What follows belongs to an exercise in optimizing a design on an open flow for small area, a short achievable clock period and few clock cycles; a production flow would make more cautious choices.
At most, simulation tests tie the RTL to the original design; equivalence was not proved.

// TPU
module TPU
#(
    parameter ADDR_BITS = 12
)
(
    input  wire                  clk,
    input  wire                  rst_n,
    input  wire                  in_valid,
    input  wire [7:0]            K,
    input  wire [7:0]            M,
    input  wire [7:0]            N,
    output wire                  busy,
    output wire                  A_wr_en,
    output wire [ADDR_BITS-1:0]  A_index,
    output wire [31:0]           A_data_in,
    input  wire [31:0]           A_data_out,
    output wire                  B_wr_en,
    output wire [ADDR_BITS-1:0]  B_index,
    output wire [31:0]           B_data_in,
    input  wire [31:0]           B_data_out,
    output wire                  C_wr_en,
    output wire [ADDR_BITS-1:0]  C_index,
    output wire [127:0]          C_data_in,
    input  wire [127:0]          C_data_out
);
Size: ~1100 flip-flops, ~450 I/O pins.
export LEC_CHECK = 0
export CAP_MARGIN = 20
export CORE_MARGIN = 2
export CORE_UTILIZATION = 40
export SLEW_MARGIN = 20
export SYNTH_HIERARCHICAL = 1
create_clock -name core_clock -period 10.0 [get_ports {clk}]
standard.sh (not shown) runs the stock make flow with config.mk's settings and CLKGATE_MAP_FILE= SYNTH_SCRIPT=/design/flow/synth_recipe.tcl, a recipe that flattens the netlist after the stock synthesis.
==> flow/flow/run.sh <==
#!/bin/bash
# Layout: the standard ORFS flow, with timing repair asked to aim for a
# shorter period than the clock the design is constrained and signed off at,
# and the ports buffered with plain buffers.
set -euo pipefail
bash standard.sh \
    SETUP_SLACK_MARGIN=6.7 \
    "BUFFER_PORTS_ARGS=-buffer_cell sky130_fd_sc_hd__buf_4" \
    finish > standard_flow.log 2>&1
The first run finished with timing, DRC and antenna clean.
Next try:
--- a/flow/config.mk
+++ b/flow/config.mk
@@ -7,0 +8 @@
+export ABC_CLOCK_PERIOD_IN_PS = 2500
@@ -10 +11 @@
-export CORE_UTILIZATION = 40
+export CORE_UTILIZATION = 50
Effect: The changed run finished with timing, DRC and antenna clean. Flip-flop and latch count stays the same. Critical path depth shrinks by 2. First-iteration DRC count shrinks by 0.33%. Synthesized area is unchanged. Clock-buffer cell count shrinks by 9. Worst setup slack loses 16 ps. Non-clock buffer count shrinks by 6. Global-route usage grows by 5.4 points.
Next try:
--- a/flow/config.mk
+++ b/flow/config.mk
@@ -8 +7,0 @@
-export ABC_CLOCK_PERIOD_IN_PS = 2500
@@ -11,0 +11,2 @@
+export CTS_CLUSTER_DIAMETER = 80
+export CTS_CLUSTER_SIZE = 40
The new run passed the timing, design-rule and antenna checks; die area is unchanged; count of clock-buffer cells in the layout goes down by 96; cell count shrinks by 1.6%; via count goes down by 0.99%; non-clock buffer count is lower by 27; wire length goes down by 1.9%; area after synthesis does not change; design area is lower by 2.5%; global-route usage fell by 0.29 points.
Function was not checked in any run of this note: the RTL went through the layout flow alone.

========
== north ==
Another version of the RTL of TPU (not shown whole).
Size: about 6000 cells after synthesis, ~450 I/O pins, ~70000 µm² of cells after synthesis.
Settings: LEC_CHECK=0, CAP_MARGIN=20, CORE_MARGIN=2, CORE_UTILIZATION=60, CTS_CLUSTER_DIAMETER=60, CTS_CLUSTER_SIZE=30, PLACE_DENSITY=0.7, SLEW_MARGIN=20, SYNTH_HIERARCHICAL=1; clock period 10.0 ns.
==> flow/flow/run.sh <==
#!/bin/bash
# Layout: the standard ORFS flow, with timing repair asked to aim for a
# shorter period than the clock the design is constrained and signed off at,
# and the ports buffered with plain buffers.
set -euo pipefail
bash standard.sh \
    SETUP_SLACK_MARGIN=6.9 \
    "BUFFER_PORTS_ARGS=-buffer_cell sky130_fd_sc_hd__buf_4" \
    finish > standard_flow.log 2>&1
Testbench counts of north, summed over its fixed seeds: cycles 75,978.
Here is what was changed in the inputs of south compared with north.
- CTS_CLUSTER_SIZE now 40, was 30
- CTS_CLUSTER_DIAMETER now 70, was 60
-- flow/flow/run.sh --
<<< north, line 5
set -euo pipefail
bash standard.sh \
    SETUP_SLACK_MARGIN=6.9 \
    "BUFFER_PORTS_ARGS=-buffer_cell sky130_fd_sc_hd__buf_4" \
    finish > standard_flow.log 2>&1
>>> south, line 5
set -euo pipefail
bash standard.sh \
    SETUP_SLACK_MARGIN=6.7 \
    "BUFFER_PORTS_ARGS=-buffer_cell sky130_fd_sc_hd__buf_4" \
    finish > standard_flow.log 2>&1
Per the comparison of south with north, wire length of the first global-routing pass lower; area growth from synthesis to final layout lower. north reports its slowest cell on the critical path as sky130_fd_sc_hd__dfrtp_1 while south reports sky130_fd_sc_hd__dfxtp_1. south falls short of north in final critical delay including setup and external delays.
Relative to south, the following input files were edited for east:
- putting ABC_CLOCK_PERIOD_IN_PS at 2500 where nothing was set
- swapping 60 for 50 in CORE_UTILIZATION
- clearing CTS_CLUSTER_DIAMETER, which used to be 70
- clearing CTS_CLUSTER_SIZE, which used to be 40
- clearing PLACE_DENSITY, which used to be 0.7
--- outcome ---
Between east and south, the sequential cell area in the final layout is higher for east. Looking at largest fanout on the critical path across east and south, the one that comes out lower is east. east vs south: final cycle utilization of the critical path up in east. Maximum clock rate, east and south: smaller value in east. Per the comparison of east with south, initial core utilization decreased by 10 points relative to the old numbers; inserted tap cell count increased by 352 relative to the old numbers. east against south: total of plain and repair buffers excluding clock buffers higher, register share of the cell area has decreased. Diff east..south | number of synthesized flops with an enable pin | unchanged.
diff inputs: east => west
- PLACE_DENSITY newly set to 0.8
- ABC_CLOCK_PERIOD_IN_PS removed (was 2500)
- CTS_CLUSTER_SIZE newly set to 30
- CORE_UTILIZATION changed from 50 to 70
- CTS_CLUSTER_DIAMETER newly set to 60
west falls short of east in setup clock skew after layout.
Sequential share of layout area in west vs east: up 0.65 points
east vs west, kind of critical path: flip-flop to primary output vs flip-flop to flip-flop
west: no failed stages, no open violations at the end
Input changes introduced in middle (baseline for comparison: west):
- CORE_UTILIZATION changed from 70 to 65
- PLACE_DENSITY changed from 0.8 to 0.75
==> run summary <==
- Changes observed in middle relative to west: ratio of routed vias to standard cells fell about 2.4%, met3 usage lower.
- met2 usage is higher on west
- NOTE maximum clock frequency west->middle increased by a few percent
- Diff west -> middle: post-detailed-route wirelength per cell down about 1.5%, biggest cell delay along the critical path saw a decrease.
- Global-route wire length before repair of middle falls short of that of west slightly.

========
Another version of the RTL of TPU (not shown whole).
Size: roughly 6000 cells after synthesis, about 1100 flip-flops, about 450 I/O pins, about 71000 sq um of cells after synthesis.
clock: 10.0 ns
lec_check: 0
abc_clock_period_in_ps: 1200
cap_margin: 20
core_margin: 2
core_utilization: 50
slew_margin: 20
synth_hierarchical: 1
==> flow/flow/run.sh <==
#!/bin/bash
# Layout: the standard ORFS flow, with timing repair asked to aim for a
# shorter period than the clock the design is constrained and signed off at,
# and the ports buffered with plain buffers.
set -euo pipefail
bash standard.sh \
    SETUP_SLACK_MARGIN=6.7 \
    "BUFFER_PORTS_ARGS=-buffer_cell sky130_fd_sc_hd__buf_4" \
    finish > standard_flow.log 2>&1
The baseline completed without violations.
Then changed:
Settings changed: ABC_CLOCK_PERIOD_IN_PS 1200 to default, CTS_CLUSTER_DIAMETER from default to 60, CTS_CLUSTER_SIZE from default to 30.
Clock skew goes up by 0.0085 ns.
Clock-buffer cell count goes down by 76.
Then changed:
Settings changed: CTS_CLUSTER_DIAMETER 60 to 45, CTS_CLUSTER_SIZE 30 to 24.
=>
- area after synthesis stays the same
- count of clock-buffer cells in the layout increases by 51
- global-route usage came out higher by 0.26 points
- fmax stays flat
- wire length goes up by about 0.66%
- core utilization rose by 1.0 points
- clock skew is about the same
- final cell count went up by 1.2%
- worst setup slack is worse by 0.0079 ns
- via count increases by about 0.7%
Then changed:
Settings changed: ABC_CLOCK_PERIOD_IN_PS from default to 2500, CTS_CLUSTER_DIAMETER 45 to default, CTS_CLUSTER_SIZE 24 to default.
What happened: Die area does not change; setup slack is better by 0.068 ns; count of clock-buffer cells in the layout rises by 25; synthesized area stays the same; final area came out lower by 0.95%.
Function was not checked in any run of this note: the RTL went through the layout flow alone.

========
== job 647 ==
TPU, a different RTL version from the one above (not shown whole).
Size: roughly 6500 cells after synthesis, ~1100 flip-flops, roughly 450 I/O pins.
Design TPU, start of the top module:
module TPU
#(
    parameter ADDR_BITS = 12
)
(
    input  wire                  clk,
    input  wire                  rst_n,
    input  wire                  in_valid,
    input  wire [7:0]            K,
    input  wire [7:0]            M,
    input  wire [7:0]            N,
    output reg                   busy,
    output wire                  A_wr_en,
    output reg  [ADDR_BITS-1:0]  A_index,
    output wire [31:0]           A_data_in,
    input  wire [31:0]           A_data_out,
    output wire                  B_wr_en,
    output reg  [ADDR_BITS-1:0]  B_index,
    output wire [31:0]           B_data_in,
    input  wire [31:0]           B_data_out,
    output reg                   C_wr_en,
    output reg  [ADDR_BITS-1:0]  C_index,
    output wire [127:0]          C_data_in,
    input  wire [127:0]          C_data_out
);
clock: 10.0 ns
lec_check: 0
cap_margin: 20
core_margin: 2
core_utilization: 60
place_density: 0.72
slew_margin: 20
synth_hierarchical: 1
==> flow/flow/run.sh <==
#!/bin/bash
# Layout: the standard ORFS flow, with timing repair asked to aim for a
# shorter period than the clock the design is constrained and signed off at,
# and the ports buffered with plain buffers.
set -euo pipefail
bash standard.sh \
    SETUP_SLACK_MARGIN=7.5 \
    "BUFFER_PORTS_ARGS=-buffer_cell sky130_fd_sc_hd__buf_4" \
    finish > standard_flow.log 2>&1
Testbench counts of job 647, summed over its fixed seeds: cycles 76,170.
[inputs] job 6912 vs job 647
- a deleted PLACE_DENSITY that had been 0.72
- a change of CORE_UTILIZATION from 60 to 40
diff --git a/flow/flow/run.sh b/flow/flow/run.sh
--- a/flow/flow/run.sh
+++ b/flow/flow/run.sh
@@ -5,5 +5,5 @@
 set -euo pipefail
 bash standard.sh \
-    SETUP_SLACK_MARGIN=7.5 \
+    SETUP_SLACK_MARGIN=6.5 \
     "BUFFER_PORTS_ARGS=-buffer_cell sky130_fd_sc_hd__buf_4" \
     finish > standard_flow.log 2>&1
Results
- Comparing job 647 and job 6912, the lower global routing met1 resource utilization was measured on job 6912.
- [compare] base=job 647 new=job 6912: number of clock sinks now sits at about the same level; buffer count excluding the clock tree in the final layout -741; global router's overall resource usage shrank by 19 points.
- Between job 647 and job 6912, sequential cell area in the final layout is higher for job 647, job 6912 comes in under that.
- Job 647 vs job 6912, cell at the slowest stage of the critical path: sky130_fd_sc_hd__dfrtp_2 vs sky130_fd_sc_hd__dfxtp_4
- Job 647 → job 6912: fraction of the core area covered by cells at the end of the flow decreased by 37 points relative to the old numbers, global-route wire length before repair shrank by 18%.
- Last weighted congestion value of the routability-driven placer: job 6912 vs job 647 down 0.030

========
RTL: one of the versions met above, not the one the previous note started from.
Size: ~6000 cells after synthesis, about 70000 sq um of cells after synthesis.
export LEC_CHECK = 0
export CAP_MARGIN = 20
export CORE_MARGIN = 2
export CORE_UTILIZATION = 60
export CTS_CLUSTER_DIAMETER = 60
export CTS_CLUSTER_SIZE = 30
export PLACE_DENSITY = 0.7
export SLEW_MARGIN = 20
export SYNTH_HIERARCHICAL = 1
create_clock -name core_clock -period 10.0 [get_ports {clk}]
==> flow/flow/run.sh <==
#!/bin/bash
# Layout: the standard ORFS flow, with timing repair asked to aim for a
# shorter period than the clock the design is constrained and signed off at,
# and the ports buffered with plain buffers.
set -euo pipefail
bash standard.sh \
    SETUP_SLACK_MARGIN=6.7 \
    "BUFFER_PORTS_ARGS=-buffer_cell sky130_fd_sc_hd__buf_4" \
    finish > standard_flow.log 2>&1
Testbench counts at the start, summed over its fixed seeds: cycles 75,978.
==> next run, changes <==
- CORE_UTILIZATION: 60 -> 50
- PLACE_DENSITY: 0.7 -> default
After rerunning: Clock-buffer cell count came out higher by 14. Final area came out higher by about 1.8%.

-- separate check: timing with driven ports --
Ports are ideal in the flow. The routed layouts listed here were re-timed in OpenROAD. Step 1 (the two cells are an assumption about what drives the block):
set clk [get_ports {clk}]
set_driving_cell -lib_cell sky130_fd_sc_hd__clkbuf_16 $clk
set_driving_cell -lib_cell sky130_fd_sc_hd__buf_2 [delete_from_list [all_inputs] $clk]
Step 2 moves the port delays by t, midway between the first and last clock arrival at a register: inputs arrive t later, outputs are due t later. That takes back most of the time a late clock gives input paths. Slacks: no drivers / after step 1 / after step 2; pairs: no drivers / after step 1.
run | t (ns) | slack for setup (ns) | worst hold slack (ns) | clock arrival spread, ns | pins driven straight from the clock port
the first run of note 1 | 0.868 | 6.603 / 6.603 / 6.083 | 0.396 / 0.396 / 0.396 | 0.040 / 0.040 | 1
the second run of note 1 | 0.847 | 6.587 / 6.587 / 6.073 | 0.403 / 0.403 / 0.403 | 0.022 / 0.022 | 1
the third run of note 1 | 0.781 | 6.621 / 6.621 / 6.188 | 0.416 / 0.416 / 0.416 | 0.051 / 0.052 | 1
north | 0.798 | 6.742 / 6.664 / 6.358 | 0.412 / 0.412 / 0.412 | 0.040 / 0.040 | 1
south | 0.762 | 6.705 / 6.625 / 6.319 | 0.424 / 0.424 / 0.424 | 0.051 / 0.051 | 1
east | 0.853 | 6.633 / 6.552 / 6.146 | 0.402 / 0.402 / 0.402 | 0.027 / 0.027 | 1
west | 0.774 | 6.630 / 6.630 / 6.281 | 0.404 / 0.404 / 0.404 | 0.047 / 0.047 | 1
middle | 0.772 | 6.737 / 6.663 / 6.247 | 0.407 / 0.407 / 0.407 | 0.033 / 0.033 | 1
the first run of note 3 | 0.848 | 6.581 / 6.581 / 6.386 | 0.405 / 0.405 / 0.405 | 0.026 / 0.026 | 1
the second run of note 3 | 0.828 | 6.521 / 6.521 / 6.395 | 0.408 / 0.408 / 0.408 | 0.037 / 0.037 | 1
the third run of note 3 | 0.869 | 6.513 / 6.513 / 6.386 | 0.405 / 0.405 / 0.405 | 0.041 / 0.041 | 1
the fourth run of note 3 | 0.848 | 6.581 / 6.581 / 6.386 | 0.405 / 0.405 / 0.405 | 0.026 / 0.026 | 1
job 647 | 0.835 | 6.579 / 6.495 / 6.803 | 0.347 / 0.347 / 0.347 | 0.031 / 0.031 | 1
job 6912 | 0.873 | 6.547 / 6.467 / 6.500 | 0.347 / 0.347 / 0.347 | 0.036 / 0.036 | 1
the first run of note 5 | 0.782 | 6.707 / 6.627 / 6.283 | 0.417 / 0.417 / 0.417 | 0.044 / 0.044 | 1
the second run of note 5 | 0.809 | 6.647 / 6.567 / 6.256 | 0.412 / 0.412 / 0.412 | 0.047 / 0.047 | 1
After both steps setup and hold are still met in every run listed. The setup slack of the first run of note 1, which loses most, moves by 0.000 ns with the drivers and by -0.520 ns with both steps.
